Source: an optimization exercise on an open RTL-to-GDS flow (aim: small area). Production flows keep margins and buffers that such runs may drop. No run shown here included a check of the RTL's function; only the layout flow was run. In every run shown here, the design's own scripts or RTL, not TritonCTS, make the clock network. The clock input has no modelled driver; a real chip could not lean on it and would need a root buffer or a full tree.

<file path="flow/flow/run.sh">
#!/bin/bash
# The standard layout (bash standard.sh) with these changes:
#  - port buffers (one per input and output port, as standard) use buf_1 cells;
#  - after clock tree synthesis, its tree is replaced (POST_CTS_TCL hook) by a
#    two-level tree (flow/mantree.tcl, flow/rebuild.tcl): clk -> one clkbuf_8
#    -> 8 clkbuf_8 leaves, each driving the x* sample flip-flops of one
#    placement cluster; the 16 data_out flip-flops get their own leaf, fed
#    through two clkdlybuf4s50_1 cells.  That skew only helps the
#    register-to-register paths x* -> data_out (the filter arithmetic); the
#    input paths (data_in -> x0) see the normal clock and the output paths
#    (data_out -> ports) only lose slack.
# standard.sh's output goes to standard_flow.log; ORFS's per-step logs stay in orfs/logs.
set -euo pipefail
FLOWDIR="$PWD/flow"
cat > "$PWD/post_cts.tcl" <<EOF
source $FLOWDIR/mantree.tcl
source $FLOWDIR/rebuild.tcl
clktree_rebuild 8 sky130_fd_sc_hd__clkbuf_8 sky130_fd_sc_hd__clkbuf_8 {data_out*} sky130_fd_sc_hd__clkdlybuf4s50_1 2
detailed_placement
check_placement -verbose
estimate_parasitics -placement
report_worst_slack -max
report_worst_slack -min
EOF
export POST_CTS_TCL="$PWD/post_cts.tcl"
# the timing repair that follows global routing runs with the final clock tree
export SKIP_CTS_REPAIR_TIMING=1
export BUFFER_PORTS_ARGS="-buffer_cell sky130_fd_sc_hd__buf_1"
export CTS_ARGS="-sink_clustering_enable -repair_clock_nets -buf_list sky130_fd_sc_hd__clkbuf_8 -dont_use_dummy_load"
bash standard.sh > standard_flow.log 2>&1
</file>
<file path="flow/flow/mantree.tcl">
# Build a two-level clock tree by hand: the clock port drives one root
# buffer, which drives NLEAF leaf buffers, each feeding the flip-flops of one
# k-means cluster (by placed location) directly.
proc mantree_build { nleaf leaf_cell root_cell {late_pat ""} {dly_cell ""} {ndly 0} } {
  set db [ord::get_db]
  set block [ord::get_db_block]
  set clknet [$block findNet clk]
  set sinks {}
  set late {}
  foreach it [$clknet getITerms] {
    if {$late_pat ne "" && [string match $late_pat [[$it getInst] getName]]} {
      lappend late $it
    } else {
      lappend sinks $it
    }
  }
  set pts {}
  foreach it $sinks {
    set b [[$it getInst] getBBox]
    lappend pts [list [expr {([$b xMin] + [$b xMax]) / 2}] [expr {([$b yMin] + [$b yMax]) / 2}]]
  }
  set n [llength $pts]
  # k-means, deterministic init: sinks sorted by x then split evenly
  set order [lsort -integer -indices [lmap p $pts {lindex $p 0}]]
  set cent {}
  for {set k 0} {$k < $nleaf} {incr k} {
    set i [lindex $order [expr {int(($k + 0.5) * $n / $nleaf)}]]
    lappend cent [lindex $pts $i]
  }
  set cap [expr {int(ceil(double($n) / $nleaf)) + 2}]
  for {set iter 0} {$iter < 30} {incr iter} {
    # capacity-limited assignment: closest sink-centroid pairs first
    set pairs {}
    for {set i 0} {$i < $n} {incr i} {
      set p [lindex $pts $i]
      for {set k 0} {$k < $nleaf} {incr k} {
        set c [lindex $cent $k]
        set d [expr {abs([lindex $p 0] - [lindex $c 0]) + abs([lindex $p 1] - [lindex $c 1])}]
        lappend pairs [list $d $i $k]
      }
    }
    set pairs [lsort -real -index 0 $pairs]
    set asg [lrepeat $n -1]
    set cnt [lrepeat $nleaf 0]
    foreach pr $pairs {
      lassign $pr d i k
      if {[lindex $asg $i] >= 0} continue
      if {[lindex $cnt $k] >= $cap} continue
      lset asg $i $k
      lset cnt $k [expr {[lindex $cnt $k] + 1}]
    }
    set newc {}
    for {set k 0} {$k < $nleaf} {incr k} {
      set sx 0; set sy 0; set m 0
      for {set i 0} {$i < $n} {incr i} {
        if {[lindex $asg $i] == $k} {
          set sx [expr {$sx + [lindex $pts $i 0]}]
          set sy [expr {$sy + [lindex $pts $i 1]}]
          incr m
        }
      }
      if {$m > 0} {
        lappend newc [list [expr {$sx / $m}] [expr {$sy / $m}]]
      } else {
        lappend newc [lindex $cent $k]
      }
    }
    set cent $newc
  }
  # root buffer at the centroid of the leaves
  set rx 0; set ry 0
  foreach c $cent { set rx [expr {$rx + [lindex $c 0]}]; set ry [expr {$ry + [lindex $c 1]}] }
  set rx [expr {$rx / $nleaf}]; set ry [expr {$ry / $nleaf}]
  set rmaster [$db findMaster $root_cell]
  set lmaster [$db findMaster $leaf_cell]
  set root [odb::dbInst_create $block $rmaster "clkroot_buf"]
  $root setLocation [expr {int($rx)}] [expr {int($ry)}]
  $root setPlacementStatus PLACED
  set rnet [odb::dbNet_create $block "clk_root"]
  $rnet setSigType CLOCK
  foreach it $sinks { $it disconnect }
  foreach it $late { $it disconnect }
  [$root findITerm A] connect $clknet
  [$root findITerm X] connect $rnet
  for {set k 0} {$k < $nleaf} {incr k} {
    set leaf [odb::dbInst_create $block $lmaster "clkleaf_buf_$k"]
    $leaf setLocation [expr {int([lindex $cent $k 0])}] [expr {int([lindex $cent $k 1])}]
    $leaf setPlacementStatus PLACED
    set lnet [odb::dbNet_create $block "clk_leaf_$k"]
    $lnet setSigType CLOCK
    [$leaf findITerm A] connect $rnet
    [$leaf findITerm X] connect $lnet
    for {set i 0} {$i < $n} {incr i} {
      if {[lindex $asg $i] == $k} {
        [lindex $sinks $i] connect $lnet
      }
    }
  }
  if {[llength $late] > 0} {
    # the late cluster: root net -> ndly delay cells -> one leaf buffer
    set lx 0; set ly 0
    foreach it $late {
      set b [[$it getInst] getBBox]
      set lx [expr {$lx + ([$b xMin] + [$b xMax]) / 2}]
      set ly [expr {$ly + ([$b yMin] + [$b yMax]) / 2}]
    }
    set lx [expr {int($lx / [llength $late])}]; set ly [expr {int($ly / [llength $late])}]
    set prev $rnet
    set dmaster [$db findMaster $dly_cell]
    for {set d 0} {$d < $ndly} {incr d} {
      set di [odb::dbInst_create $block $dmaster "clkdly_buf_$d"]
      $di setLocation $lx $ly
      $di setPlacementStatus PLACED
      set dn [odb::dbNet_create $block "clk_dly_$d"]
      $dn setSigType CLOCK
      [$di findITerm A] connect $prev
      [$di findITerm X] connect $dn
      set prev $dn
    }
    set leaf [odb::dbInst_create $block $lmaster "clkleaf_buf_late"]
    $leaf setLocation $lx $ly
    $leaf setPlacementStatus PLACED
    set lnet [odb::dbNet_create $block "clk_leaf_late"]
    $lnet setSigType CLOCK
    [$leaf findITerm A] connect $prev
    [$leaf findITerm X] connect $lnet
    foreach it $late { $it connect $lnet }
  }
  puts "mantree: $n sinks, $nleaf leaves, cluster sizes $cnt, late [llength $late] via $ndly $dly_cell"
}
</file>
<file path="flow/flow/rebuild.tcl">
# Replace the clock tree that clock_tree_synthesis built with a two-level
# tree (mantree.tcl): every flip-flop clock pin goes back on the clock net,
# the CTS buffers and their nets are removed, then the new tree is built.
proc clktree_rebuild { nleaf leaf_cell root_cell {late_pat ""} {dly_cell ""} {ndly 0} } {
  set block [ord::get_db_block]
  set clknet [$block findNet clk]
  set bufs {}
  foreach inst [$block getInsts] {
    if {[string match "clkbuf_*" [$inst getName]] && [string match "sky130_fd_sc_hd__clkbuf_*" [[$inst getMaster] getName]]} {
      lappend bufs $inst
    }
  }
  set nets {}
  foreach b $bufs {
    set onet [[$b findITerm X] getNet]
    if {$onet ne "NULL"} { lappend nets $onet }
  }
  foreach onet $nets {
    foreach it [$onet getITerms] {
      set inst [$it getInst]
      if {[lsearch -exact $bufs $inst] >= 0} continue
      $it disconnect
      $it connect $clknet
    }
  }
  foreach b $bufs { odb::dbInst_destroy $b }
  foreach onet $nets { odb::dbNet_destroy $onet }
  puts "clktree_rebuild: removed [llength $bufs] CTS buffers"
  mantree_build $nleaf $leaf_cell $root_cell $late_pat $dly_cell $ndly
}
</file>
<file path="flow/standard.sh">
#!/bin/bash
# synth_recipe.tcl (not shown) runs the flow's synth.tcl, then flattens the netlist and writes it again
# the make line also repeats each setting of config.mk as NAME=value (left out here)
make -C /OpenROAD-flow-scripts/flow DESIGN_CONFIG=/design/flow/config.mk WORK_HOME=/design/flow/orfs CLKGATE_MAP_FILE= SYNTH_SCRIPT=/design/flow/synth_recipe.tcl "${@:-finish}"
</file>
<file path="flow/config.mk">
export PLATFORM = sky130hd
export DESIGN_NAME = fir_filter
export DESIGN_NICKNAME = fir_filter
export VERILOG_FILES = /design/flow/design.v
export SDC_FILE = /design/flow/constraint.sdc
export NUM_CORES = 4
export LEC_CHECK = 0
export CAP_MARGIN = 20
export CORE_MARGIN = 2
export CORE_UTILIZATION = 72
export GPL_TIMING_DRIVEN = 0
export SLEW_MARGIN = 20
export SYNTH_HIERARCHICAL = 1
</file>
<file path="flow/constraint.sdc">
create_clock -name core_clock -period 13.0 [get_ports {clk}]
set_input_delay 2.6000 -clock core_clock [delete_from_list [all_inputs] [get_ports {clk}]]
set_output_delay 2.6000 -clock core_clock [all_outputs]
set_load 0.01 [all_outputs]
</file>
<file path="flow/design.v">
module fir_filter(clk,reset,data_in,data_out);
input clk,reset;
input signed [15:0] data_in;  
output reg signed [15:0] data_out;  
reg [15:0] x0, x1, x2, x3, x4, x5, x6, x7;
wire [15:0] y;
always @(posedge clk or posedge reset)
  if (reset) begin
    x0 <= 0; x1 <= 0; x2 <= 0; x3 <= 0;
    x4 <= 0; x5 <= 0; x6 <= 0; x7 <= 0;
    data_out <= 0;
  end else begin
    x0 <= data_in; x1 <= x0; x2 <= x1; x3 <= x2;
    x4 <= x3; x5 <= x4; x6 <= x5; x7 <= x6;
    data_out <= y;
  end
  wire n1 = x1[0] ^ x6[0];
  wire n2 = x1[0] & x6[0];
  wire n3, n4;
  fir_fa u_n3 (.a(x1[1]), .b(x6[1]), .c(n2), .s(n3), .co(n4));
  wire n5, n6;
  fir_fa u_n5 (.a(x1[2]), .b(x6[2]), .c(n4), .s(n5), .co(n6));
  wire n7, n8;
  fir_fa u_n7 (.a(x1[3]), .b(x6[3]), .c(n6), .s(n7), .co(n8));
  wire n9, n10;
  fir_fa u_n9 (.a(x1[4]), .b(x6[4]), .c(n8), .s(n9), .co(n10));
  wire n11, n12;
  fir_fa u_n11 (.a(x1[5]), .b(x6[5]), .c(n10), .s(n11), .co(n12));
  wire n13, n14;
  fir_fa u_n13 (.a(x1[6]), .b(x6[6]), .c(n12), .s(n13), .co(n14));
  wire n15, n16;
  fir_fa u_n15 (.a(x1[7]), .b(x6[7]), .c(n14), .s(n15), .co(n16));
  wire n17, n18;
  fir_fa u_n17 (.a(x1[8]), .b(x6[8]), .c(n16), .s(n17), .co(n18));
  wire n19, n20;
  fir_fa u_n19 (.a(x1[9]), .b(x6[9]), .c(n18), .s(n19), .co(n20));
  wire n21, n22;
  fir_fa u_n21 (.a(x1[10]), .b(x6[10]), .c(n20), .s(n21), .co(n22));
  wire n23, n24;
  fir_fa u_n23 (.a(x1[11]), .b(x6[11]), .c(n22), .s(n23), .co(n24));
  wire n25, n26;
  fir_fa u_n25 (.a(x1[12]), .b(x6[12]), .c(n24), .s(n25), .co(n26));
  wire n27, n28;
  fir_fa u_n27 (.a(x1[13]), .b(x6[13]), .c(n26), .s(n27), .co(n28));
  wire n29, n30;
  fir_fa u_n29 (.a(x1[14]), .b(x6[14]), .c(n28), .s(n29), .co(n30));
  wire n31, n32;
  fir_fa u_n31 (.a(~x1[15]), .b(~x6[15]), .c(n30), .s(n31), .co(n32));
  wire n33 = 1'b1 ^ x2[0] ^ x5[0];
  wire n34 = (1'b1 & x2[0]) | (1'b1 & x5[0]) | (x2[0] & x5[0]);
  wire n35, n36;
  fir_fa u_n35 (.a(x2[1]), .b(x5[1]), .c(n34), .s(n35), .co(n36));
  wire n37, n38;
  fir_fa u_n37 (.a(x2[2]), .b(x5[2]), .c(n36), .s(n37), .co(n38));
  wire n39, n40;
  fir_fa u_n39 (.a(x2[3]), .b(x5[3]), .c(n38), .s(n39), .co(n40));
  wire n41, n42;
  fir_fa u_n41 (.a(x2[4]), .b(x5[4]), .c(n40), .s(n41), .co(n42));
  wire n43, n44;
  fir_fa u_n43 (.a(x2[5]), .b(x5[5]), .c(n42), .s(n43), .co(n44));
  wire n45, n46;
  fir_fa u_n45 (.a(x2[6]), .b(x5[6]), .c(n44), .s(n45), .co(n46));
  wire n47, n48;
  fir_fa u_n47 (.a(x2[7]), .b(x5[7]), .c(n46), .s(n47), .co(n48));
  wire n49, n50;
  fir_fa u_n49 (.a(x2[8]), .b(x5[8]), .c(n48), .s(n49), .co(n50));
  wire n51, n52;
  fir_fa u_n51 (.a(x2[9]), .b(x5[9]), .c(n50), .s(n51), .co(n52));
  wire n53, n54;
  fir_fa u_n53 (.a(x2[10]), .b(x5[10]), .c(n52), .s(n53), .co(n54));
  wire n55, n56;
  fir_fa u_n55 (.a(x2[11]), .b(x5[11]), .c(n54), .s(n55), .co(n56));
  wire n57, n58;
  fir_fa u_n57 (.a(x2[12]), .b(x5[12]), .c(n56), .s(n57), .co(n58));
  wire n59, n60;
  fir_fa u_n59 (.a(x2[13]), .b(x5[13]), .c(n58), .s(n59), .co(n60));
  wire n61, n62;
  fir_fa u_n61 (.a(x2[14]), .b(x5[14]), .c(n60), .s(n61), .co(n62));
  wire n63, n64;
  fir_fa u_n63 (.a(~x2[15]), .b(~x5[15]), .c(n62), .s(n63), .co(n64));
  wire n65 = x3[0] ^ x4[0];
  wire n66 = x3[0] & x4[0];
  wire n67, n68;
  fir_fa u_n67 (.a(x3[1]), .b(x4[1]), .c(n66), .s(n67), .co(n68));
  wire n69, n70;
  fir_fa u_n69 (.a(x3[2]), .b(x4[2]), .c(n68), .s(n69), .co(n70));
  wire n71, n72;
  fir_fa u_n71 (.a(x3[3]), .b(x4[3]), .c(n70), .s(n71), .co(n72));
  wire n73, n74;
  fir_fa u_n73 (.a(x3[4]), .b(x4[4]), .c(n72), .s(n73), .co(n74));
  wire n75, n76;
  fir_fa u_n75 (.a(x3[5]), .b(x4[5]), .c(n74), .s(n75), .co(n76));
  wire n77, n78;
  fir_fa u_n77 (.a(x3[6]), .b(x4[6]), .c(n76), .s(n77), .co(n78));
  wire n79, n80;
  fir_fa u_n79 (.a(x3[7]), .b(x4[7]), .c(n78), .s(n79), .co(n80));
  wire n81, n82;
  fir_fa u_n81 (.a(x3[8]), .b(x4[8]), .c(n80), .s(n81), .co(n82));
  wire n83, n84;
  fir_fa u_n83 (.a(x3[9]), .b(x4[9]), .c(n82), .s(n83), .co(n84));
  wire n85, n86;
  fir_fa u_n85 (.a(x3[10]), .b(x4[10]), .c(n84), .s(n85), .co(n86));
  wire n87, n88;
  fir_fa u_n87 (.a(x3[11]), .b(x4[11]), .c(n86), .s(n87), .co(n88));
  wire n89, n90;
  fir_fa u_n89 (.a(x3[12]), .b(x4[12]), .c(n88), .s(n89), .co(n90));
  wire n91, n92;
  fir_fa u_n91 (.a(x3[13]), .b(x4[13]), .c(n90), .s(n91), .co(n92));
  wire n93, n94;
  fir_fa u_n93 (.a(x3[14]), .b(x4[14]), .c(n92), .s(n93), .co(n94));
  wire n95, n96;
  fir_fa u_n95 (.a(~x3[15]), .b(~x4[15]), .c(n94), .s(n95), .co(n96));
  wire n97 = ~x0[0] ^ n33;
  wire n98 = ~x0[0] & n33;
  wire n99, n100;
  fir_fa u_n99 (.a(~x0[1]), .b(n98), .c(n35), .s(n99), .co(n100));
  wire n101, n102;
  fir_fa u_n101 (.a(~x0[2]), .b(n37), .c(n100), .s(n101), .co(n102));
  wire n103, n104;
  fir_fa u_n103 (.a(~x0[3]), .b(n39), .c(n102), .s(n103), .co(n104));
  wire n105, n106;
  fir_fa u_n105 (.a(~x0[4]), .b(n41), .c(n104), .s(n105), .co(n106));
  wire n107, n108;
  fir_fa u_n107 (.a(~x0[5]), .b(n43), .c(n106), .s(n107), .co(n108));
  wire n109, n110;
  fir_fa u_n109 (.a(~x0[6]), .b(n45), .c(n108), .s(n109), .co(n110));
  wire n111, n112;
  fir_fa u_n111 (.a(~x0[7]), .b(n47), .c(n110), .s(n111), .co(n112));
  wire n113, n114;
  fir_fa u_n113 (.a(~x0[8]), .b(n49), .c(n112), .s(n113), .co(n114));
  wire n115, n116;
  fir_fa u_n115 (.a(~x0[9]), .b(n51), .c(n114), .s(n115), .co(n116));
  wire n117, n118;
  fir_fa u_n117 (.a(~x0[10]), .b(n53), .c(n116), .s(n117), .co(n118));
  wire n119, n120;
  fir_fa u_n119 (.a(~x0[11]), .b(n55), .c(n118), .s(n119), .co(n120));
  wire n121, n122;
  fir_fa u_n121 (.a(~x0[12]), .b(n57), .c(n120), .s(n121), .co(n122));
  wire n123, n124;
  fir_fa u_n123 (.a(~x0[13]), .b(n59), .c(n122), .s(n123), .co(n124));
  wire n125, n126;
  fir_fa u_n125 (.a(~x0[14]), .b(n61), .c(n124), .s(n125), .co(n126));
  wire n127, n128;
  fir_fa u_n127 (.a(x0[15]), .b(n63), .c(n126), .s(n127), .co(n128));
  wire n129 = n64 ^ n128;
  wire n130 = n64 & n128;
  wire n131 = x0[3] ^ n1;
  wire n132 = x0[3] & n1;
  wire n133, n134;
  fir_fa u_n133 (.a(x0[4]), .b(n132), .c(n3), .s(n133), .co(n134));
  wire n135, n136;
  fir_fa u_n135 (.a(x0[5]), .b(n5), .c(n134), .s(n135), .co(n136));
  wire n137, n138;
  fir_fa u_n137 (.a(x0[6]), .b(n7), .c(n136), .s(n137), .co(n138));
  wire n139, n140;
  fir_fa u_n139 (.a(x0[7]), .b(n9), .c(n138), .s(n139), .co(n140));
  wire n141, n142;
  fir_fa u_n141 (.a(x0[8]), .b(n11), .c(n140), .s(n141), .co(n142));
  wire n143, n144;
  fir_fa u_n143 (.a(x0[9]), .b(n13), .c(n142), .s(n143), .co(n144));
  wire n145, n146;
  fir_fa u_n145 (.a(x0[10]), .b(n15), .c(n144), .s(n145), .co(n146));
  wire n147, n148;
  fir_fa u_n147 (.a(x0[11]), .b(n17), .c(n146), .s(n147), .co(n148));
  wire n149, n150;
  fir_fa u_n149 (.a(x0[12]), .b(n19), .c(n148), .s(n149), .co(n150));
  wire n151, n152;
  fir_fa u_n151 (.a(x0[13]), .b(n21), .c(n150), .s(n151), .co(n152));
  wire n153, n154;
  fir_fa u_n153 (.a(x0[14]), .b(n23), .c(n152), .s(n153), .co(n154));
  wire n155, n156;
  fir_fa u_n155 (.a(~x0[15]), .b(n25), .c(n154), .s(n155), .co(n156));
  wire n157 = n27 ^ n156;
  wire n158 = n27 & n156;
  wire n159 = n158 ^ n29;
  wire n160 = n158 & n29;
  wire n161 = n160 ^ n31;
  wire n162 = n160 & n31;
  wire n163 = n32 ^ n162;
  wire n164 = n32 & n162;
  wire n165 = 1'b1 ^ x7[0] ^ n3;
  wire n166 = (1'b1 & x7[0]) | (1'b1 & n3) | (x7[0] & n3);
  wire n167, n168;
  fir_fa u_n167 (.a(x7[1]), .b(n5), .c(n166), .s(n167), .co(n168));
  wire n169, n170;
  fir_fa u_n169 (.a(x7[2]), .b(n7), .c(n168), .s(n169), .co(n170));
  wire n171, n172;
  fir_fa u_n171 (.a(x7[3]), .b(n9), .c(n170), .s(n171), .co(n172));
  wire n173, n174;
  fir_fa u_n173 (.a(x7[4]), .b(n11), .c(n172), .s(n173), .co(n174));
  wire n175, n176;
  fir_fa u_n175 (.a(x7[5]), .b(n13), .c(n174), .s(n175), .co(n176));
  wire n177, n178;
  fir_fa u_n177 (.a(x7[6]), .b(n15), .c(n176), .s(n177), .co(n178));
  wire n179, n180;
  fir_fa u_n179 (.a(x7[7]), .b(n17), .c(n178), .s(n179), .co(n180));
  wire n181, n182;
  fir_fa u_n181 (.a(x7[8]), .b(n19), .c(n180), .s(n181), .co(n182));
  wire n183, n184;
  fir_fa u_n183 (.a(x7[9]), .b(n21), .c(n182), .s(n183), .co(n184));
  wire n185, n186;
  fir_fa u_n185 (.a(x7[10]), .b(n23), .c(n184), .s(n185), .co(n186));
  wire n187, n188;
  fir_fa u_n187 (.a(x7[11]), .b(n25), .c(n186), .s(n187), .co(n188));
  wire n189, n190;
  fir_fa u_n189 (.a(x7[12]), .b(n27), .c(n188), .s(n189), .co(n190));
  wire n191, n192;
  fir_fa u_n191 (.a(x7[13]), .b(n29), .c(n190), .s(n191), .co(n192));
  wire n193, n194;
  fir_fa u_n193 (.a(x7[14]), .b(n192), .c(n31), .s(n193), .co(n194));
  wire n195, n196;
  fir_fa u_n195 (.a(~x7[15]), .b(n32), .c(n194), .s(n195), .co(n196));
  wire n197 = 1'b1 ^ x7[0] ^ n97;
  wire n198 = (1'b1 & x7[0]) | (1'b1 & n97) | (x7[0] & n97);
  wire n199, n200;
  fir_fa u_n199 (.a(x7[1]), .b(n198), .c(n99), .s(n199), .co(n200));
  wire n201, n202;
  fir_fa u_n201 (.a(x7[2]), .b(n200), .c(n101), .s(n201), .co(n202));
  wire n203, n204;
  fir_fa u_n203 (.a(x7[3]), .b(n202), .c(n103), .s(n203), .co(n204));
  wire n205, n206;
  fir_fa u_n205 (.a(x7[4]), .b(n204), .c(n105), .s(n205), .co(n206));
  wire n207, n208;
  fir_fa u_n207 (.a(x7[5]), .b(n206), .c(n107), .s(n207), .co(n208));
  wire n209, n210;
  fir_fa u_n209 (.a(x7[6]), .b(n208), .c(n109), .s(n209), .co(n210));
  wire n211, n212;
  fir_fa u_n211 (.a(x7[7]), .b(n210), .c(n111), .s(n211), .co(n212));
  wire n213, n214;
  fir_fa u_n213 (.a(x7[8]), .b(n212), .c(n113), .s(n213), .co(n214));
  wire n215, n216;
  fir_fa u_n215 (.a(x7[9]), .b(n214), .c(n115), .s(n215), .co(n216));
  wire n217, n218;
  fir_fa u_n217 (.a(x7[10]), .b(n216), .c(n117), .s(n217), .co(n218));
  wire n219, n220;
  fir_fa u_n219 (.a(x7[11]), .b(n218), .c(n119), .s(n219), .co(n220));
  wire n221, n222;
  fir_fa u_n221 (.a(x7[12]), .b(n220), .c(n121), .s(n221), .co(n222));
  wire n223, n224;
  fir_fa u_n223 (.a(x7[13]), .b(n222), .c(n123), .s(n223), .co(n224));
  wire n225, n226;
  fir_fa u_n225 (.a(x7[14]), .b(n224), .c(n125), .s(n225), .co(n226));
  wire n227, n228;
  fir_fa u_n227 (.a(~x7[15]), .b(n226), .c(n127), .s(n227), .co(n228));
  wire n229 = n65 ^ n99;
  wire n230 = n65 & n99;
  wire n231, n232;
  fir_fa u_n231 (.a(n67), .b(n230), .c(n101), .s(n231), .co(n232));
  wire n233, n234;
  fir_fa u_n233 (.a(n69), .b(n232), .c(n103), .s(n233), .co(n234));
  wire n235, n236;
  fir_fa u_n235 (.a(n71), .b(n234), .c(n105), .s(n235), .co(n236));
  wire n237, n238;
  fir_fa u_n237 (.a(n73), .b(n236), .c(n107), .s(n237), .co(n238));
  wire n239, n240;
  fir_fa u_n239 (.a(n75), .b(n238), .c(n109), .s(n239), .co(n240));
  wire n241, n242;
  fir_fa u_n241 (.a(n77), .b(n240), .c(n111), .s(n241), .co(n242));
  wire n243, n244;
  fir_fa u_n243 (.a(n79), .b(n242), .c(n113), .s(n243), .co(n244));
  wire n245, n246;
  fir_fa u_n245 (.a(n81), .b(n244), .c(n115), .s(n245), .co(n246));
  wire n247, n248;
  fir_fa u_n247 (.a(n83), .b(n246), .c(n117), .s(n247), .co(n248));
  wire n249, n250;
  fir_fa u_n249 (.a(n85), .b(n248), .c(n119), .s(n249), .co(n250));
  wire n251, n252;
  fir_fa u_n251 (.a(n87), .b(n250), .c(n121), .s(n251), .co(n252));
  wire n253, n254;
  fir_fa u_n253 (.a(n89), .b(n252), .c(n123), .s(n253), .co(n254));
  wire n255, n256;
  fir_fa u_n255 (.a(n91), .b(n254), .c(n125), .s(n255), .co(n256));
  wire n257, n258;
  fir_fa u_n257 (.a(n93), .b(n256), .c(n127), .s(n257), .co(n258));
  wire n259, n260;
  fir_fa u_n259 (.a(n95), .b(n129), .c(n258), .s(n259), .co(n260));
  wire n261, n262;
  fir_fa u_n261 (.a(n96), .b(n130), .c(n260), .s(n261), .co(n262));
  wire n263 = 1'b1 ^ x0[0] ^ n201;
  wire n264 = (1'b1 & x0[0]) | (1'b1 & n201) | (x0[0] & n201);
  wire n265, n266;
  fir_fa u_n265 (.a(x0[1]), .b(n264), .c(n203), .s(n265), .co(n266));
  wire n267, n268;
  fir_fa u_n267 (.a(x0[2]), .b(n266), .c(n205), .s(n267), .co(n268));
  wire n269, n270;
  fir_fa u_n269 (.a(n131), .b(n268), .c(n207), .s(n269), .co(n270));
  wire n271, n272;
  fir_fa u_n271 (.a(n133), .b(n270), .c(n209), .s(n271), .co(n272));
  wire n273, n274;
  fir_fa u_n273 (.a(n135), .b(n272), .c(n211), .s(n273), .co(n274));
  wire n275, n276;
  fir_fa u_n275 (.a(n137), .b(n274), .c(n213), .s(n275), .co(n276));
  wire n277, n278;
  fir_fa u_n277 (.a(n139), .b(n276), .c(n215), .s(n277), .co(n278));
  wire n279, n280;
  fir_fa u_n279 (.a(n141), .b(n278), .c(n217), .s(n279), .co(n280));
  wire n281, n282;
  fir_fa u_n281 (.a(n143), .b(n280), .c(n219), .s(n281), .co(n282));
  wire n283 = n145 ^ n221;
  wire n284 = n145 & n221;
  wire n285, n286;
  fir_fa u_n285 (.a(n147), .b(n284), .c(n223), .s(n285), .co(n286));
  wire n287, n288;
  fir_fa u_n287 (.a(n149), .b(n286), .c(n225), .s(n287), .co(n288));
  wire n289, n290;
  fir_fa u_n289 (.a(n151), .b(n288), .c(n227), .s(n289), .co(n290));
  wire n291, n292;
  fir_fa u_n291 (.a(n153), .b(n129), .c(n228), .s(n291), .co(n292));
  wire n293 = n290 ^ n291;
  wire n294 = n290 & n291;
  wire n295, n296;
  fir_fa u_n295 (.a(n155), .b(n130), .c(n292), .s(n295), .co(n296));
  wire n297 = n294 ^ n295;
  wire n298 = n294 & n295;
  wire n299 = ~(n1 | n199);
  wire n300, n301;
  fir_fa u_n300 (.a(n97), .b(n165), .c(~n299), .s(n300), .co(n301));
  wire n302 = ~(n300 | n263);
  wire n303 = 1'b0 ^ x0[0] ^ n167;
  wire n304 = (1'b0 & x0[0]) | (1'b0 & n167) | (x0[0] & n167);
  wire n305, n306;
  fir_fa u_n305 (.a(n229), .b(n303), .c(n301), .s(n305), .co(n306));
  wire n307 = (~n302 & n305) | (~n302 & n265) | (n305 & n265);
  wire n308, n309;
  fir_fa u_n308 (.a(x0[1]), .b(~n65), .c(n1), .s(n308), .co(n309));
  wire n310, n311;
  fir_fa u_n310 (.a(n308), .b(n304), .c(n169), .s(n310), .co(n311));
  wire n312, n313;
  fir_fa u_n312 (.a(n231), .b(n310), .c(n306), .s(n312), .co(n313));
  wire n314 = (n312 & n267) | (n312 & n307) | (n267 & n307);
  wire n315, n316;
  fir_fa u_n315 (.a(x0[2]), .b(~n67), .c(n309), .s(n315), .co(n316));
  wire n317, n318;
  fir_fa u_n317 (.a(n165), .b(n197), .c(n315), .s(n317), .co(n318));
  wire n319, n320;
  fir_fa u_n319 (.a(n317), .b(n171), .c(n311), .s(n319), .co(n320));
  wire n321, n322;
  fir_fa u_n321 (.a(n233), .b(n319), .c(n313), .s(n321), .co(n322));
  wire n323 = (n321 & n314) | (n321 & n269) | (n314 & n269);
  wire n324, n325;
  fir_fa u_n324 (.a(n131), .b(~n69), .c(n316), .s(n324), .co(n325));
  wire n326, n327;
  fir_fa u_n326 (.a(n167), .b(n318), .c(n324), .s(n326), .co(n327));
  wire n328, n329;
  fir_fa u_n328 (.a(n199), .b(n326), .c(n173), .s(n328), .co(n329));
  wire n330, n331;
  fir_fa u_n330 (.a(n320), .b(n328), .c(n235), .s(n330), .co(n331));
  wire n332, n333;
  fir_fa u_n332 (.a(n322), .b(n330), .c(n323), .s(n332), .co(n333));
  wire n334 = ~(n271 | n332);
  wire n335, n336;
  fir_fa u_n335 (.a(n133), .b(~n71), .c(n325), .s(n335), .co(n336));
  wire n337, n338;
  fir_fa u_n337 (.a(n169), .b(n327), .c(n335), .s(n337), .co(n338));
  wire n339, n340;
  fir_fa u_n339 (.a(n337), .b(n263), .c(n175), .s(n339), .co(n340));
  wire n341, n342;
  fir_fa u_n341 (.a(n329), .b(n339), .c(n331), .s(n341), .co(n342));
  wire n343, n344;
  fir_fa u_n343 (.a(n237), .b(n341), .c(n333), .s(n343), .co(n344));
  wire n345 = (n273 & ~n334) | (n273 & n343) | (~n334 & n343);
  wire n346, n347;
  fir_fa u_n346 (.a(n1), .b(n135), .c(~n73), .s(n346), .co(n347));
  wire n348, n349;
  fir_fa u_n348 (.a(n336), .b(n346), .c(n171), .s(n348), .co(n349));
  wire n350, n351;
  fir_fa u_n350 (.a(n338), .b(n348), .c(n265), .s(n350), .co(n351));
  wire n352, n353;
  fir_fa u_n352 (.a(n340), .b(n177), .c(n350), .s(n352), .co(n353));
  wire n354, n355;
  fir_fa u_n354 (.a(n342), .b(n239), .c(n352), .s(n354), .co(n355));
  wire n356, n357;
  fir_fa u_n356 (.a(n354), .b(n344), .c(n275), .s(n356), .co(n357));
  wire n358 = ~(n345 | n356);
  wire n359, n360;
  fir_fa u_n359 (.a(n165), .b(n137), .c(n347), .s(n359), .co(n360));
  wire n361, n362;
  fir_fa u_n361 (.a(n359), .b(n349), .c(n173), .s(n361), .co(n362));
  wire n363, n364;
  fir_fa u_n363 (.a(n361), .b(n351), .c(n267), .s(n363), .co(n364));
  wire n365, n366;
  fir_fa u_n365 (.a(n179), .b(n353), .c(n363), .s(n365), .co(n366));
  wire n367, n368;
  fir_fa u_n367 (.a(n241), .b(n355), .c(n365), .s(n367), .co(n368));
  wire n369, n370;
  fir_fa u_n369 (.a(n367), .b(n357), .c(n277), .s(n369), .co(n370));
  wire n371 = (n75 & n358) | (n75 & ~n369) | (n358 & ~n369);
  wire n372 = 1'b1 ^ n97 ^ ~n167;
  wire n373 = (1'b1 & n97) | (1'b1 & ~n167) | (n97 & ~n167);
  wire n374, n375;
  fir_fa u_n374 (.a(n372), .b(~n139), .c(n77), .s(n374), .co(n375));
  wire n376, n377;
  fir_fa u_n376 (.a(n360), .b(n175), .c(n362), .s(n376), .co(n377));
  wire n378, n379;
  fir_fa u_n378 (.a(n376), .b(n364), .c(n269), .s(n378), .co(n379));
  wire n380, n381;
  fir_fa u_n380 (.a(n181), .b(n366), .c(n378), .s(n380), .co(n381));
  wire n382, n383;
  fir_fa u_n382 (.a(n243), .b(n368), .c(n380), .s(n382), .co(n383));
  wire n384, n385;
  fir_fa u_n384 (.a(n382), .b(n370), .c(n279), .s(n384), .co(n385));
  wire n386 = (n374 & n371) | (n374 & ~n384) | (n371 & ~n384);
  wire n387, n388;
  fir_fa u_n387 (.a(n229), .b(~n169), .c(n373), .s(n387), .co(n388));
  wire n389, n390;
  fir_fa u_n389 (.a(n387), .b(n79), .c(n375), .s(n389), .co(n390));
  wire n391, n392;
  fir_fa u_n391 (.a(n141), .b(n177), .c(n377), .s(n391), .co(n392));
  wire n393, n394;
  fir_fa u_n393 (.a(n391), .b(n379), .c(n271), .s(n393), .co(n394));
  wire n395, n396;
  fir_fa u_n395 (.a(n183), .b(n381), .c(n393), .s(n395), .co(n396));
  wire n397, n398;
  fir_fa u_n397 (.a(n245), .b(n383), .c(n395), .s(n397), .co(n398));
  wire n399, n400;
  fir_fa u_n399 (.a(n397), .b(n385), .c(n281), .s(n399), .co(n400));
  wire n401 = (n389 & n386) | (n389 & ~n399) | (n386 & ~n399);
  wire n402 = 1'b0 ^ n1 ^ n97;
  wire n403 = (1'b0 & n1) | (1'b0 & n97) | (n1 & n97);
  wire n404, n405;
  fir_fa u_n404 (.a(n402), .b(n171), .c(~n231), .s(n404), .co(n405));
  wire n406, n407;
  fir_fa u_n406 (.a(~n388), .b(n404), .c(n143), .s(n406), .co(n407));
  wire n408, n409;
  fir_fa u_n408 (.a(~n81), .b(~n390), .c(n406), .s(n408), .co(n409));
  wire n410, n411;
  fir_fa u_n410 (.a(n179), .b(n392), .c(n408), .s(n410), .co(n411));
  wire n412, n413;
  fir_fa u_n412 (.a(n410), .b(n394), .c(n273), .s(n412), .co(n413));
  wire n414, n415;
  fir_fa u_n414 (.a(n185), .b(n396), .c(n412), .s(n414), .co(n415));
  wire n416, n417;
  fir_fa u_n416 (.a(n247), .b(n398), .c(n414), .s(n416), .co(n417));
  wire n418, n419;
  fir_fa u_n418 (.a(n416), .b(n282), .c(n283), .s(n418), .co(n419));
  wire n420 = (n400 & n418) | (n400 & ~n401) | (n418 & ~n401);
  wire n421 = 1'b0 ^ n403 ^ n165;
  wire n422 = (1'b0 & n403) | (1'b0 & n165) | (n403 & n165);
  wire n423, n424;
  fir_fa u_n423 (.a(n421), .b(n229), .c(n173), .s(n423), .co(n424));
  wire n425, n426;
  fir_fa u_n425 (.a(~n233), .b(n405), .c(n423), .s(n425), .co(n426));
  wire n427, n428;
  fir_fa u_n427 (.a(n145), .b(n407), .c(~n83), .s(n427), .co(n428));
  wire n429, n430;
  fir_fa u_n429 (.a(n425), .b(n427), .c(n181), .s(n429), .co(n430));
  wire n431, n432;
  fir_fa u_n431 (.a(n409), .b(n411), .c(n429), .s(n431), .co(n432));
  wire n433, n434;
  fir_fa u_n433 (.a(n431), .b(n413), .c(n187), .s(n433), .co(n434));
  wire n435, n436;
  fir_fa u_n435 (.a(n275), .b(n415), .c(n433), .s(n435), .co(n436));
  wire n437, n438;
  fir_fa u_n437 (.a(n249), .b(n417), .c(n435), .s(n437), .co(n438));
  wire n439, n440;
  fir_fa u_n439 (.a(n437), .b(n419), .c(n285), .s(n439), .co(n440));
  wire n441 = ~(n439 | n420);
  wire n442, n443;
  fir_fa u_n442 (.a(~n97), .b(n167), .c(n422), .s(n442), .co(n443));
  wire n444, n445;
  fir_fa u_n444 (.a(n442), .b(n231), .c(n175), .s(n444), .co(n445));
  wire n446, n447;
  fir_fa u_n446 (.a(n424), .b(n444), .c(n426), .s(n446), .co(n447));
  wire n448, n449;
  fir_fa u_n448 (.a(n235), .b(~n147), .c(n85), .s(n448), .co(n449));
  wire n450, n451;
  fir_fa u_n450 (.a(n428), .b(n446), .c(n183), .s(n450), .co(n451));
  wire n452, n453;
  fir_fa u_n452 (.a(n430), .b(n450), .c(n432), .s(n452), .co(n453));
  wire n454, n455;
  fir_fa u_n454 (.a(n452), .b(n189), .c(n434), .s(n454), .co(n455));
  wire n456, n457;
  fir_fa u_n456 (.a(n277), .b(n436), .c(n454), .s(n456), .co(n457));
  wire n458, n459;
  fir_fa u_n458 (.a(n438), .b(n456), .c(n251), .s(n458), .co(n459));
  wire n460, n461;
  fir_fa u_n460 (.a(n458), .b(n440), .c(n287), .s(n460), .co(n461));
  wire n462 = (n448 & n441) | (n448 & ~n460) | (n441 & ~n460);
  wire n463, n464;
  fir_fa u_n463 (.a(~n229), .b(n169), .c(n443), .s(n463), .co(n464));
  wire n465, n466;
  fir_fa u_n465 (.a(n463), .b(n233), .c(n445), .s(n465), .co(n466));
  wire n467, n468;
  fir_fa u_n467 (.a(n177), .b(n465), .c(n447), .s(n467), .co(n468));
  wire n469, n470;
  fir_fa u_n469 (.a(n237), .b(n87), .c(n449), .s(n469), .co(n470));
  wire n471, n472;
  fir_fa u_n471 (.a(n149), .b(n467), .c(n185), .s(n471), .co(n472));
  wire n473, n474;
  fir_fa u_n473 (.a(n451), .b(n471), .c(n453), .s(n473), .co(n474));
  wire n475, n476;
  fir_fa u_n475 (.a(n473), .b(n191), .c(n455), .s(n475), .co(n476));
  wire n477, n478;
  fir_fa u_n477 (.a(n279), .b(n457), .c(n475), .s(n477), .co(n478));
  wire n479, n480;
  fir_fa u_n479 (.a(n477), .b(n459), .c(n253), .s(n479), .co(n480));
  wire n481, n482;
  fir_fa u_n481 (.a(~n469), .b(n479), .c(n461), .s(n481), .co(n482));
  wire n483, n484;
  fir_fa u_n483 (.a(n289), .b(~n462), .c(n481), .s(n483), .co(n484));
  wire n485, n486;
  fir_fa u_n485 (.a(n171), .b(~n231), .c(n464), .s(n485), .co(n486));
  wire n487, n488;
  fir_fa u_n487 (.a(n485), .b(n235), .c(n466), .s(n487), .co(n488));
  wire n489, n490;
  fir_fa u_n489 (.a(n179), .b(n487), .c(n468), .s(n489), .co(n490));
  wire n491, n492;
  fir_fa u_n491 (.a(n239), .b(n89), .c(n470), .s(n491), .co(n492));
  wire n493, n494;
  fir_fa u_n493 (.a(n151), .b(n489), .c(n187), .s(n493), .co(n494));
  wire n495, n496;
  fir_fa u_n495 (.a(n472), .b(n493), .c(n474), .s(n495), .co(n496));
  wire n497, n498;
  fir_fa u_n497 (.a(~n491), .b(n495), .c(n476), .s(n497), .co(n498));
  wire n499, n500;
  fir_fa u_n499 (.a(n193), .b(n281), .c(n478), .s(n499), .co(n500));
  wire n501, n502;
  fir_fa u_n501 (.a(n497), .b(n499), .c(n480), .s(n501), .co(n502));
  wire n503, n504;
  fir_fa u_n503 (.a(n255), .b(n501), .c(n293), .s(n503), .co(n504));
  wire n505, n506;
  fir_fa u_n505 (.a(n482), .b(n503), .c(n484), .s(n505), .co(n506));
  wire n507, n508;
  fir_fa u_n507 (.a(n173), .b(~n233), .c(n486), .s(n507), .co(n508));
  wire n509, n510;
  fir_fa u_n509 (.a(n507), .b(n237), .c(n488), .s(n509), .co(n510));
  wire n511, n512;
  fir_fa u_n511 (.a(n181), .b(n509), .c(n490), .s(n511), .co(n512));
  wire n513, n514;
  fir_fa u_n513 (.a(n241), .b(n91), .c(n492), .s(n513), .co(n514));
  wire n515, n516;
  fir_fa u_n515 (.a(n153), .b(n511), .c(n189), .s(n515), .co(n516));
  wire n517, n518;
  fir_fa u_n517 (.a(n494), .b(n515), .c(n496), .s(n517), .co(n518));
  wire n519, n520;
  fir_fa u_n519 (.a(~n513), .b(n282), .c(n517), .s(n519), .co(n520));
  wire n521, n522;
  fir_fa u_n521 (.a(n283), .b(n498), .c(n195), .s(n521), .co(n522));
  wire n523, n524;
  fir_fa u_n523 (.a(n519), .b(n500), .c(n521), .s(n523), .co(n524));
  wire n525, n526;
  fir_fa u_n525 (.a(n502), .b(n257), .c(n523), .s(n525), .co(n526));
  wire n527, n528;
  fir_fa u_n527 (.a(n525), .b(n297), .c(n504), .s(n527), .co(n528));
  wire n529 = n527 ^ n506;
  wire n530 = ~(n527 | n506);
  wire n531, n532;
  fir_fa u_n531 (.a(n175), .b(~n235), .c(n508), .s(n531), .co(n532));
  wire n533, n534;
  fir_fa u_n533 (.a(n531), .b(n239), .c(n510), .s(n533), .co(n534));
  wire n535, n536;
  fir_fa u_n535 (.a(n183), .b(n533), .c(n512), .s(n535), .co(n536));
  wire n537, n538;
  fir_fa u_n537 (.a(n243), .b(n93), .c(n514), .s(n537), .co(n538));
  wire n539, n540;
  fir_fa u_n539 (.a(n155), .b(n157), .c(n535), .s(n539), .co(n540));
  wire n541, n542;
  fir_fa u_n541 (.a(n191), .b(n516), .c(n539), .s(n541), .co(n542));
  wire n543, n544;
  fir_fa u_n543 (.a(~n537), .b(n541), .c(n518), .s(n543), .co(n544));
  wire n545, n546;
  fir_fa u_n545 (.a(n196), .b(n520), .c(n543), .s(n545), .co(n546));
  wire n547, n548;
  fir_fa u_n547 (.a(n522), .b(n285), .c(n545), .s(n547), .co(n548));
  wire n549, n550;
  fir_fa u_n549 (.a(n524), .b(n547), .c(n526), .s(n549), .co(n550));
  wire n551, n552;
  fir_fa u_n551 (.a(n259), .b(n296), .c(n549), .s(n551), .co(n552));
  wire n553, n554;
  fir_fa u_n553 (.a(n298), .b(n551), .c(n528), .s(n553), .co(n554));
  wire n555 = ~n553 ^ n530;
  wire n556 = ~n553 & n530;
  wire n557 = 1'b0 ^ n177 ^ n532;
  wire n558 = (1'b0 & n177) | (1'b0 & n532) | (n177 & n532);
  wire n559, n560;
  fir_fa u_n559 (.a(~n237), .b(n557), .c(n241), .s(n559), .co(n560));
  wire n561, n562;
  fir_fa u_n561 (.a(n534), .b(n185), .c(n559), .s(n561), .co(n562));
  wire n563, n564;
  fir_fa u_n563 (.a(n157), .b(n536), .c(n561), .s(n563), .co(n564));
  wire n565, n566;
  fir_fa u_n565 (.a(n159), .b(~n95), .c(n540), .s(n565), .co(n566));
  wire n567, n568;
  fir_fa u_n567 (.a(~n245), .b(~n538), .c(n563), .s(n567), .co(n568));
  wire n569, n570;
  fir_fa u_n569 (.a(n542), .b(n565), .c(n193), .s(n569), .co(n570));
  wire n571, n572;
  fir_fa u_n571 (.a(n567), .b(n544), .c(n569), .s(n571), .co(n572));
  wire n573, n574;
  fir_fa u_n573 (.a(n546), .b(n571), .c(n287), .s(n573), .co(n574));
  wire n575, n576;
  fir_fa u_n575 (.a(n548), .b(n573), .c(n550), .s(n575), .co(n576));
  wire n577, n578;
  fir_fa u_n577 (.a(n261), .b(n552), .c(n575), .s(n577), .co(n578));
  wire n579, n580;
  fir_fa u_n579 (.a(n577), .b(n554), .c(~n556), .s(n579), .co(n580));
  wire n581 = 1'b0 ^ n179 ^ n558;
  wire n582 = (1'b0 & n179) | (1'b0 & n558) | (n179 & n558);
  wire n583, n584;
  fir_fa u_n583 (.a(n581), .b(n243), .c(n560), .s(n583), .co(n584));
  wire n585, n586;
  fir_fa u_n585 (.a(n187), .b(n562), .c(n583), .s(n585), .co(n586));
  wire n587, n588;
  fir_fa u_n587 (.a(~n239), .b(n159), .c(~n96), .s(n587), .co(n588));
  wire n589, n590;
  fir_fa u_n589 (.a(~n247), .b(n564), .c(n585), .s(n589), .co(n590));
  wire n591, n592;
  fir_fa u_n591 (.a(n161), .b(n587), .c(n566), .s(n591), .co(n592));
  wire n593, n594;
  fir_fa u_n593 (.a(n568), .b(n589), .c(n591), .s(n593), .co(n594));
  wire n595, n596;
  fir_fa u_n595 (.a(n570), .b(n195), .c(n593), .s(n595), .co(n596));
  wire n597, n598;
  fir_fa u_n597 (.a(n572), .b(n595), .c(n574), .s(n597), .co(n598));
  wire n599, n600;
  fir_fa u_n599 (.a(n289), .b(n262), .c(n597), .s(n599), .co(n600));
  wire n601, n602;
  fir_fa u_n601 (.a(n576), .b(n599), .c(n578), .s(n601), .co(n602));
  wire n603 = n601 ^ n580;
  wire n604 = ~(n601 | n580);
  wire n605, n606;
  fir_fa u_n605 (.a(n181), .b(n582), .c(~n241), .s(n605), .co(n606));
  wire n607, n608;
  fir_fa u_n607 (.a(n605), .b(n584), .c(n245), .s(n607), .co(n608));
  wire n609, n610;
  fir_fa u_n609 (.a(n189), .b(n586), .c(n607), .s(n609), .co(n610));
  wire n611, n612;
  fir_fa u_n611 (.a(n161), .b(n588), .c(~n249), .s(n611), .co(n612));
  wire n613, n614;
  fir_fa u_n613 (.a(n590), .b(n609), .c(n163), .s(n613), .co(n614));
  wire n615, n616;
  fir_fa u_n615 (.a(n592), .b(n611), .c(n613), .s(n615), .co(n616));
  wire n617, n618;
  fir_fa u_n617 (.a(n196), .b(n594), .c(n615), .s(n617), .co(n618));
  wire n619, n620;
  fir_fa u_n619 (.a(n596), .b(n617), .c(n293), .s(n619), .co(n620));
  wire n621, n622;
  fir_fa u_n621 (.a(n598), .b(n619), .c(n600), .s(n621), .co(n622));
  wire n623, n624;
  fir_fa u_n623 (.a(n621), .b(n602), .c(~n604), .s(n623), .co(n624));
  wire n625, n626;
  fir_fa u_n625 (.a(n183), .b(~n243), .c(n606), .s(n625), .co(n626));
  wire n627, n628;
  fir_fa u_n627 (.a(n625), .b(n608), .c(n247), .s(n627), .co(n628));
  wire n629, n630;
  fir_fa u_n629 (.a(n191), .b(n610), .c(n627), .s(n629), .co(n630));
  wire n631, n632;
  fir_fa u_n631 (.a(n164), .b(n163), .c(n612), .s(n631), .co(n632));
  wire n633, n634;
  fir_fa u_n633 (.a(~n251), .b(n629), .c(n614), .s(n633), .co(n634));
  wire n635, n636;
  fir_fa u_n635 (.a(n631), .b(n616), .c(n633), .s(n635), .co(n636));
  wire n637, n638;
  fir_fa u_n637 (.a(n635), .b(n618), .c(n297), .s(n637), .co(n638));
  wire n639, n640;
  fir_fa u_n639 (.a(n620), .b(n637), .c(n622), .s(n639), .co(n640));
  wire n641 = n639 ^ n624;
  wire n642 = ~(n639 | n624);
  wire n643, n644;
  fir_fa u_n643 (.a(n185), .b(~n245), .c(n626), .s(n643), .co(n644));
  wire n645, n646;
  fir_fa u_n645 (.a(n157), .b(n643), .c(n628), .s(n645), .co(n646));
  wire n647, n648;
  fir_fa u_n647 (.a(n249), .b(n164), .c(n193), .s(n647), .co(n648));
  wire n649, n650;
  fir_fa u_n649 (.a(n630), .b(n645), .c(n647), .s(n649), .co(n650));
  wire n651, n652;
  fir_fa u_n651 (.a(n632), .b(~n253), .c(n634), .s(n651), .co(n652));
  wire n653, n654;
  fir_fa u_n653 (.a(n649), .b(n636), .c(n651), .s(n653), .co(n654));
  wire n655, n656;
  fir_fa u_n655 (.a(n653), .b(n296), .c(n298), .s(n655), .co(n656));
  wire n657, n658;
  fir_fa u_n657 (.a(n638), .b(n655), .c(n640), .s(n657), .co(n658));
  wire n659 = ~n657 ^ n642;
  wire n660 = ~n657 & n642;
  wire n661, n662;
  fir_fa u_n661 (.a(n187), .b(n159), .c(n644), .s(n661), .co(n662));
  wire n663, n664;
  fir_fa u_n663 (.a(~n247), .b(n661), .c(n646), .s(n663), .co(n664));
  wire n665, n666;
  fir_fa u_n665 (.a(n251), .b(n648), .c(n195), .s(n665), .co(n666));
  wire n667, n668;
  fir_fa u_n667 (.a(n663), .b(n650), .c(n665), .s(n667), .co(n668));
  wire n669, n670;
  fir_fa u_n669 (.a(~n255), .b(n652), .c(n667), .s(n669), .co(n670));
  wire n671, n672;
  fir_fa u_n671 (.a(n654), .b(n669), .c(n656), .s(n671), .co(n672));
  wire n673, n674;
  fir_fa u_n673 (.a(n671), .b(n658), .c(~n660), .s(n673), .co(n674));
  wire n675 = 1'b0 ^ n189 ^ n662;
  wire n676 = (1'b0 & n189) | (1'b0 & n662) | (n189 & n662);
  wire n677, n678;
  fir_fa u_n677 (.a(n161), .b(~n249), .c(n675), .s(n677), .co(n678));
  wire n679, n680;
  fir_fa u_n679 (.a(n196), .b(n664), .c(n253), .s(n679), .co(n680));
  wire n681, n682;
  fir_fa u_n681 (.a(n677), .b(n666), .c(n679), .s(n681), .co(n682));
  wire n683, n684;
  fir_fa u_n683 (.a(n668), .b(~n257), .c(n681), .s(n683), .co(n684));
  wire n685, n686;
  fir_fa u_n685 (.a(n670), .b(n683), .c(n672), .s(n685), .co(n686));
  wire n687 = n685 ^ n674;
  wire n688 = ~(n685 | n674);
  wire n689, n690;
  fir_fa u_n689 (.a(n191), .b(n163), .c(n676), .s(n689), .co(n690));
  wire n691, n692;
  fir_fa u_n691 (.a(~n251), .b(n689), .c(n678), .s(n691), .co(n692));
  wire n693, n694;
  fir_fa u_n693 (.a(n255), .b(n680), .c(n691), .s(n693), .co(n694));
  wire n695, n696;
  fir_fa u_n695 (.a(n682), .b(n693), .c(~n259), .s(n695), .co(n696));
  wire n697, n698;
  fir_fa u_n697 (.a(n684), .b(n695), .c(n686), .s(n697), .co(n698));
  wire n699 = ~n697 ^ n688;
  wire n700 = ~n697 & n688;
  wire n701 = 1'b0 ^ n164 ^ n193;
  wire n702 = (1'b0 & n164) | (1'b0 & n193) | (n164 & n193);
  wire n703, n704;
  fir_fa u_n703 (.a(n690), .b(n701), .c(~n253), .s(n703), .co(n704));
  wire n705, n706;
  fir_fa u_n705 (.a(n692), .b(n703), .c(n257), .s(n705), .co(n706));
  wire n707, n708;
  fir_fa u_n707 (.a(n694), .b(n705), .c(n696), .s(n707), .co(n708));
  wire n709, n710;
  fir_fa u_n709 (.a(~n261), .b(n707), .c(n698), .s(n709), .co(n710));
  wire n711 = ~n709 ^ n700;
  wire n712 = ~n709 & n700;
  wire n713 = 1'b1 ^ ~n702 ^ ~n195;
  wire n714 = (1'b1 & ~n702) | (1'b1 & ~n195) | (~n702 & ~n195);
  wire n715, n716;
  fir_fa u_n715 (.a(n713), .b(n255), .c(~n704), .s(n715), .co(n716));
  wire n717, n718;
  fir_fa u_n717 (.a(~n715), .b(n706), .c(n259), .s(n717), .co(n718));
  wire n719, n720;
  fir_fa u_n719 (.a(~n262), .b(n717), .c(n708), .s(n719), .co(n720));
  wire n721, n722;
  fir_fa u_n721 (.a(n719), .b(n710), .c(~n712), .s(n721), .co(n722));
  wire n723, n724;
  fir_fa u_n723 (.a(~n196), .b(n714), .c(n257), .s(n723), .co(n724));
  wire n725, n726;
  fir_fa u_n725 (.a(n716), .b(n723), .c(~n261), .s(n725), .co(n726));
  wire n727, n728;
  fir_fa u_n727 (.a(n718), .b(~n725), .c(n720), .s(n727), .co(n728));
  wire n729 = n727 ^ n722;
  wire n730 = ~(n727 | n722);
  wire n731 = n724 ^ n259 ^ ~n262;
  wire n732 = n726 ^ n731 ^ ~n728;
  wire n733 = n732 ^ n730;
  assign y = {n733, n729, ~n721, n711, n699, n687, ~n673, n659, n641, ~n623, n603, ~n579, n555, n529, ~n505, ~n483};
endmodule
module fir_fa(a, b, c, s, co);
input a, b, c;
output s, co;
assign s = a ^ b ^ c;
assign co = (a & b) | (a & c) | (b & c);
endmodule
</file>
==> results.tsv, run 1 <==
stage	metric	value	unit
status	status	finished clean	
worst_setup_path	Reg2Reg Setup Slack	0.31	ns
worst_setup_path	r2r startpoint	x3[0]$_DFF_PP0_	
synth	post-synthesis compound-gate area fraction	0.666	%
clocking	Reg clk slew, reported paths	0.09	ns
synth	adder-cell share of the synthesized area	62.3	%
place	dpl ws	-1.10	ns
place	post-DP HPWL	17900	um
flow_run	number of max-cap violations	0	
timing	Setup Skew	1.02	ns
clocking	Sink Count	144	
synth	Mean Syn Cell Area	17.4	um2
synth	synthesized net count	1012	
synth	simple-gate share of the synthesized area	0.384	%
cells_and_area	Register Area	3600	um2
place	# port buffers	33	
route	drt pass-1 iters	4	
route	number of remaining DRC errors	0	
route	via density per instance	5.54	
worst_hold_path	depth of the worst hold-timing path	5	
synth	synthesized area	11100	um2
die	core box area	15100	um2
timing	Final setup violation count	0	
clocking	Worst-Skew Late Latency	1.43	ns
worst_hold_path	worst hold path startpoint	x7[15]$_DFF_PP0_	
timing	min Tclk post-route	12.69	ns
worst_setup_path	WS Path Type	reg2reg	
global_route	global-route usage over all layers	27.7	%
die	DIE WIDTH	128	um
synth	Synth area leader	fa_1	
timing	number of slew-limit violations in the final report	0	
cells_and_area	post-layout util	79.1	%
worst_hold_path	worst hold path type	reg2reg	
die	die area	16400	um2
synth	Ys Warns	7	
worst_setup_path	Reg2Reg Capture Point	data_out[15]$_DFF_PP0_	
synth	xor/xnor share of the synthesized area	0.395	%
route	via count	4885	
die	IO Count	34	
synth	#FFs+latches synth	144	
worst_setup_path	Worst EP arrival	14.04	ns
worst_hold_path	Hold Crit Endpoint	data_out[0]$_DFF_PP0_	
synth	Area contributors post-synth	fa_1 58%, dfrtp_1 32%, ha_1 3.9%, inv_1 3.7%, xnor2_1 0.32%	
cells_and_area	Multi-input gate area	7330	um2
route	number of DRC markers in iteration 0	212	
die	Die Height	128	um
synth	library cells used by synthesis	20	
worst_setup_path	CP Max Fanout	2	
synth	Synth top area share	58.3	%
worst_setup_path	Crit path max-delay family	adder cells	
timing	Tcrit/Tclk final	97.6	%
die	Initial Utilization	73.2	%
route	Routed Antenna Nets	0	
timing	Hold Worst Slack	0.318	ns
place	GPL Wtd Cong	0.935	
cells_and_area	layout cells sized above 1	15.2	%
global_route	largest net degree at the start of global routing	76	
synth	largest family of logic cells by synthesized area	adder cells	
die	number of cell rows	45	
timing	fmax	0.0788	GHz
synth	post-synthesis mux area share	0	%
cells_and_area	nets@finish	1070	
timing	slack of the critical path	0.312	ns
global_route	initial antenna violation count	1	
worst_setup_path	max incr delay on CP	0.58	ns
worst_setup_path	CP startpoint kind	register	
worst_setup_path	slowest CP cell	fa_2	
global_route	vias in the first global route	6109	
worst_setup_path	most frequent CP cell	fa_1	
place	placed insts	858	
worst_setup_path	WP buf/inv	10	
timing	final hold vios	0	
timing	relative max-transition margin	68.6	%
cells_and_area	fill cell count	836	
route	drt total wl	20000	um
global_route	first-pass GRT wire length	32700	um
worst_setup_path	Setup crit end kind	register	
global_route	total grt overflow	0	
cells_and_area	fin cells	881	
synth	Post-Synthesis Cells	636	
timing	Tightest Pin Transition	0.471	ns
cells_and_area	area delta synth->final	8.02	%
worst_setup_path	Reg2Reg Depth	48	
synth	sequential share of the synthesized area	32.5	%
worst_setup_path	Req. time, crit path	14.35	ns
route	routed len/inst	22.8	um
==> layout make-up <==
class	instances	area share, %
antenna	1	0.0209
buffer	12	1.32
inverter	110	3.51
multi-input combinational	382	61.2
sequential	144	30.1
tap	188	1.96
timing repair buffer	44	1.89
==> cells in the final DEF (no fill, tap or decap), drive strengths merged, types with 3 or more instances in the layout <==
cell type | synthesis | final
buf | 0 | 44
clkbuf | 0 | 10
dfrtp | 144 | 144
fa | 323 | 323
ha | 35 | 35
inv | 110 | 110
o22ai | 3 | 3
xnor2 | 4 | 4
==> state kept, by name, indices dropped and copies added (netlist names) <==
name	cells
data_out	16
x3	16
x7	16
x5	16
x2	16
x1	16
x4	16
x6	16
x0	16
==> Yosys stat by module, one instance, submodules excluded <==
module      copies in the design  cells inside
fir_fa                       323             1
fir_filter                     1           313
==> cell families after synthesis <==
kind of cell | after synthesis
adders and majority gates | 359
DFF | 144
buffers and inverters | 110
AOI/OAI and AO/OA | 10
and+or+nand+nor | 8
xor gates and xnor gates | 5
==> worst register-to-register path, delay by kind of cell (launching register included) <==
family	cells	cell delay, ns
fa+ha+maj	35	12.26
buf+inv	10	0.57
xor+xnor	3	0.41
flops	1	0.41
==> layer usage <==
metal / share of wire (%) / vias to the layer above / global-route usage, %
li1: - / 1977 / -
met1: 44 / 2734 / 42.8
met2: 48 / 146 / 42.8
met3: 6.8 / 28 / 6.39
met4: 1.9 / 0 / 5.24
met5: 0 / - / 0
==> synthesized netlist by cell type, drive strengths merged <==
cell type and count:
nand2 2, or3 1, o22ai 3, nor2 1
o31a 1, o221a 1, inv 110, a221o 1
or2 1, dfrtp 144, a31oi 2, a21oi 1
fa 323, maj3 1, xor2 1, a211oi 1
nor2b 2, xnor2 4, ha 35, nand2b 1
==> through the flow <==
stage	cell area, um2	setup TNS [ns]
floorplan	11300	-0.236
detailed placement	11700	-2.86
global placement	11600	-1.95
finish	12000	0
global route	12000	-0.00679
==> worst max path at each step <==
stage | depth (start not counted) | endpoint | slack [ns] | from
after floorplan | 48 | data_out[15]$_DFF_PP0_ | -0.24 | x6[0]$_DFF_PP0_
after global placement | 51 | data_out[15]$_DFF_PP0_ | -0.87 | x2[0]$_DFF_PP0_
after detailed placement | 51 | data_out[15]$_DFF_PP0_ | -1.10 | x2[0]$_DFF_PP0_
after global routing | 51 | data_out[15]$_DFF_PP0_ | -0.007 | x2[0]$_DFF_PP0_
final | 48 | data_out[15]$_DFF_PP0_ | 0.31 | x3[0]$_DFF_PP0_
==> inputs of run 2 (changes only) <==
--- a/flow/flow/run.sh
+++ b/flow/flow/run.sh
@@ -5,7 +5,7 @@
 #    two-level tree (flow/mantree.tcl, flow/rebuild.tcl): clk -> one clkbuf_8
 #    -> 8 clkbuf_8 leaves, each driving the x* sample flip-flops of one
 #    placement cluster; the 16 data_out flip-flops get their own leaf, fed
-#    through two clkdlybuf4s50_1 cells.  That skew only helps the
+#    through three clkdlybuf4s50_1 cells.  That skew only helps the
 #    register-to-register paths x* -> data_out (the filter arithmetic); the
 #    input paths (data_in -> x0) see the normal clock and the output paths
 #    (data_out -> ports) only lose slack.
@@ -15,7 +15,7 @@
 cat > "$PWD/post_cts.tcl" <<EOF
 source $FLOWDIR/mantree.tcl
 source $FLOWDIR/rebuild.tcl
-clktree_rebuild 8 sky130_fd_sc_hd__clkbuf_8 sky130_fd_sc_hd__clkbuf_8 {data_out*} sky130_fd_sc_hd__clkdlybuf4s50_1 2
+clktree_rebuild 8 sky130_fd_sc_hd__clkbuf_8 sky130_fd_sc_hd__clkbuf_8 {data_out*} sky130_fd_sc_hd__clkdlybuf4s50_1 3
 detailed_placement
 check_placement -verbose
 estimate_parasitics -placement
==> run 2 against run 1 <==
Highest routed layer unchanged. Critical path depth up 3. Utilization down 0.51 points. Maximum frequency up 0.82%. Critical endpoint unchanged. Clock skew up 0.46 ns. Global-route usage up 0.060 points. Final cell count down 0.57%. Worst setup slack better by 0.10 ns. Via count down 0.45%. Sequential share of layout area up 0.20 points. First-iteration DRC count up 4.2%. Still clean.
==> results.tsv, run 2 <==
stage	metric	value	unit	change
status	status	finished clean		
synth	Ys Warns	7		unchanged
worst_setup_path	Reg2Reg Setup Slack	0.41	ns	+0.10 ns
timing	number of slew-limit violations in the final report	0		unchanged
synth	Async SR Flop Fraction	100	%	unchanged
worst_setup_path	Reg2Reg Capture Point	data_out[15]$_DFF_PP0_		
die	core box area	15100	um2	unchanged
timing	setup TNS	0	ns	unchanged
route	number of DRC markers in iteration 0	221		+4.2%
timing	Hold Worst Slack	0.110	ns	-0.208 ns
timing	Tcrit/Tclk final	96.8	%	-0.79 points
cells_and_area	layout cells sized above 1	10.9	%	-4.3 points
route	drt pass-1 iters	4		unchanged
place	GPL Wtd Cong	0.935		unchanged
die	Die Height	128	um	unchanged
die	DIE WIDTH	128	um	unchanged
worst_setup_path	max incr delay on CP	0.64	ns	+0.06 ns
cells_and_area	nets@finish	1066		-0.37%
cells_and_area	post-route cell area	11900	um2	-0.65%
synth	count leader, synth	fa_1		
place	# port buffers	33		unchanged
cells_and_area	fill cell count	841		+0.60%
cells_and_area	Register Area	3600	um2	unchanged
timing	Final setup violation count	0		unchanged
cells_and_area	fin cells	876		-0.57%
cells_and_area	area delta synth->final	7.32	%	
route	via count	4863		-0.45%
cells_and_area	most frequent cells in the layout	279 x fa_1, 144 x dfrtp_1, 102 x inv_1		
worst_setup_path	Reg2Reg Depth	51		+6.3%
die	die area	16400	um2	unchanged
synth	Mean Syn Cell Area	17.4	um2	unchanged
route	Routed Antenna Nets	0		unchanged
synth	#FFs+latches synth	144		unchanged
place	placed insts	858		unchanged
worst_setup_path	CP Max Fanout	2		unchanged
timing	final hold vios	0		unchanged
global_route	initial antenna violation count	0		-1
place	dpl ws	-1.10	ns	unchanged
timing	relative max-transition margin	68.7	%	about the same
worst_setup_path	Req. time, crit path	14.81	ns	+0.46 ns
cells_and_area	Multi-input gate area	7270	um2	-0.82%
timing	Tightest Pin Transition	0.470	ns	-0.000558 ns
flow_run	number of max-cap violations	0		unchanged
clocking	Sink Count	144		unchanged
timing	fmax	0.0795	GHz	+0.82%
timing	slack of the critical path	0.415	ns	+0.103 ns
worst_setup_path	CP startpoint kind	register		
global_route	largest net degree at the start of global routing	76		unchanged
synth	sequential share of the synthesized area	32.5	%	unchanged
worst_setup_path	r2r startpoint	x2[0]$_DFF_PP0_		
place	DP Area	11700	um2	unchanged
route	via density per instance	5.55		+0.12%
clocking	Worst-Skew Late Latency	1.88	ns	+0.45 ns
worst_setup_path	Setup crit end	data_out[15]$_DFF_PP0_		
synth	synth cell count leaders	323 x fa_1, 144 x dfrtp_1, 110 x inv_1		
synth	dominant synthesized flop cell	dfrtp_1		
die	IO Count	34		unchanged
synth	number of flops mapped to enable cells by yosys	0		unchanged
global_route	first-pass GRT wire length	32800	um	+0.19%
synth	Area contributors post-synth	fa_1 58%, dfrtp_1 32%, ha_1 3.9%, inv_1 3.7%, xnor2_1 0.32%		
synth	synthesized net count	1012		unchanged
synth	synthesized area	11100	um2	unchanged
route	routed len/inst	22.8	um	+0.39%
worst_hold_path	worst hold path type	reg2reg		
cells_and_area	n_diodes	0		-1
route	number of remaining DRC errors	0		unchanged
synth	library cells used by synthesis	20		unchanged
clocking	Reg clk slew, reported paths	0.09	ns	about the same
timing	min Tclk post-route	12.59	ns	-0.103 ns
==> run 2: cell types whose count changed in the layout (fill, tap and decap cells not counted), sizes merged <==
cell           previous run  this run
dlygate4sd3               0         5
buf                      44        34
clkdlybuf4s50             2         3
diode                     1         0
==> run 2: worst min path at each step <==
stage	from	end	slack [ns]	depth (start not counted)
detailed placement	x2[15]$_DFF_PP0_	x3[15]$_DFF_PP0_	0.36	0
finish	x7[6]$_DFF_PP0_	data_out[0]$_DFF_PP0_	0.11	7
floorplan	x1[15]$_DFF_PP0_	x2[15]$_DFF_PP0_	0.35	0
global placement	x6[15]$_DFF_PP0_	x7[15]$_DFF_PP0_	0.36	0
global route	x7[6]$_DFF_PP0_	data_out[0]$_DFF_PP0_	0.16	7
==> run 2: per-module statistics from Yosys, one instance, submodules excluded <==
module,flip-flops and latches,cell area (um2),cells
fir_fa,0,20.0,1
fir_filter,144,4620,313
==> run 2: metal layers <==
metal | track usage, % | part of all wire, %
met1 | 42.8 | 44
met2 | 43.0 | 48
met3 | 6.09 | 6.1
met4 | 5.56 | 2.0
met5 | 0 | 0
==> run 2: cell families (layout without fill, tap and decap cells) <==
| kind of cell | count (synthesis) | count (layout) | synth area share (%) |
|---|---|---|---|
| xor gates and xnor gates | 5 | 5 | 0.395 |
| adders and majority gates | 359 | 359 | 62.3 |
| DFF | 144 | 144 | 32.5 |
| AOI/OAI and AO/OA | 10 | 10 | 0.666 |
| and+or+nand+nor | 8 | 8 | 0.384 |
| buffers and inverters | 110 | 162 | 3.72 |
==> run 2: worst max-delay path, delay by kind of cell, from the launching register on <==
family	cells	cell delay [ns]
xor gates and xnor gates	3	0.41
adders and majority gates	34	11.73
and+or+nand+nor	1	0.35
buffers and inverters	11	0.59
AOI/OAI and AO/OA	2	0.50
DFF	1	0.39
==> run 2: final cells by class <==
type                       instances  area share (%)
multi-input combinational        382            61.1
sequential                       144            30.3
inverter                         110            3.53
tap                              188            1.98
timing repair buffer              39            1.69
buffer                            13            1.41

what the ideal ports hide:
The flow's constraints put no driver on any port. The routed layouts listed below were extracted and timed again, unchanged, in two steps.
Step 1 (the two cells are an assumption about what drives the block):
set clk [get_ports {clk}]
set_driving_cell -lib_cell sky130_fd_sc_hd__clkbuf_16 $clk
set_driving_cell -lib_cell sky130_fd_sc_hd__buf_2 [delete_from_list [all_inputs] $clk]
Step 2, shift: input delay + t, output delay - t, t = (earliest + latest rising clock arrival at the registers) / 2. This alone moves slack from input paths to output paths.
Three values: no drivers, after step 1, after step 2; two values: the first two.
| run | t (ns) | setup WS [ns] | latest minus earliest clock arrival (ns) | worst slew at a driven data input, ns |
|---|---|---|---|---|
| run 1 | 0.955 | 0.312 / 0.312 / 0.312 | 1.015 / 1.016 | 0.04 |
| run 2 | 1.175 | 0.415 / 0.415 / 0.415 | 1.480 / 1.480 | 0.04 |
Clock arrivals are far apart in run 1 and run 2, so t is only a midpoint there and step 2 fits no single register.
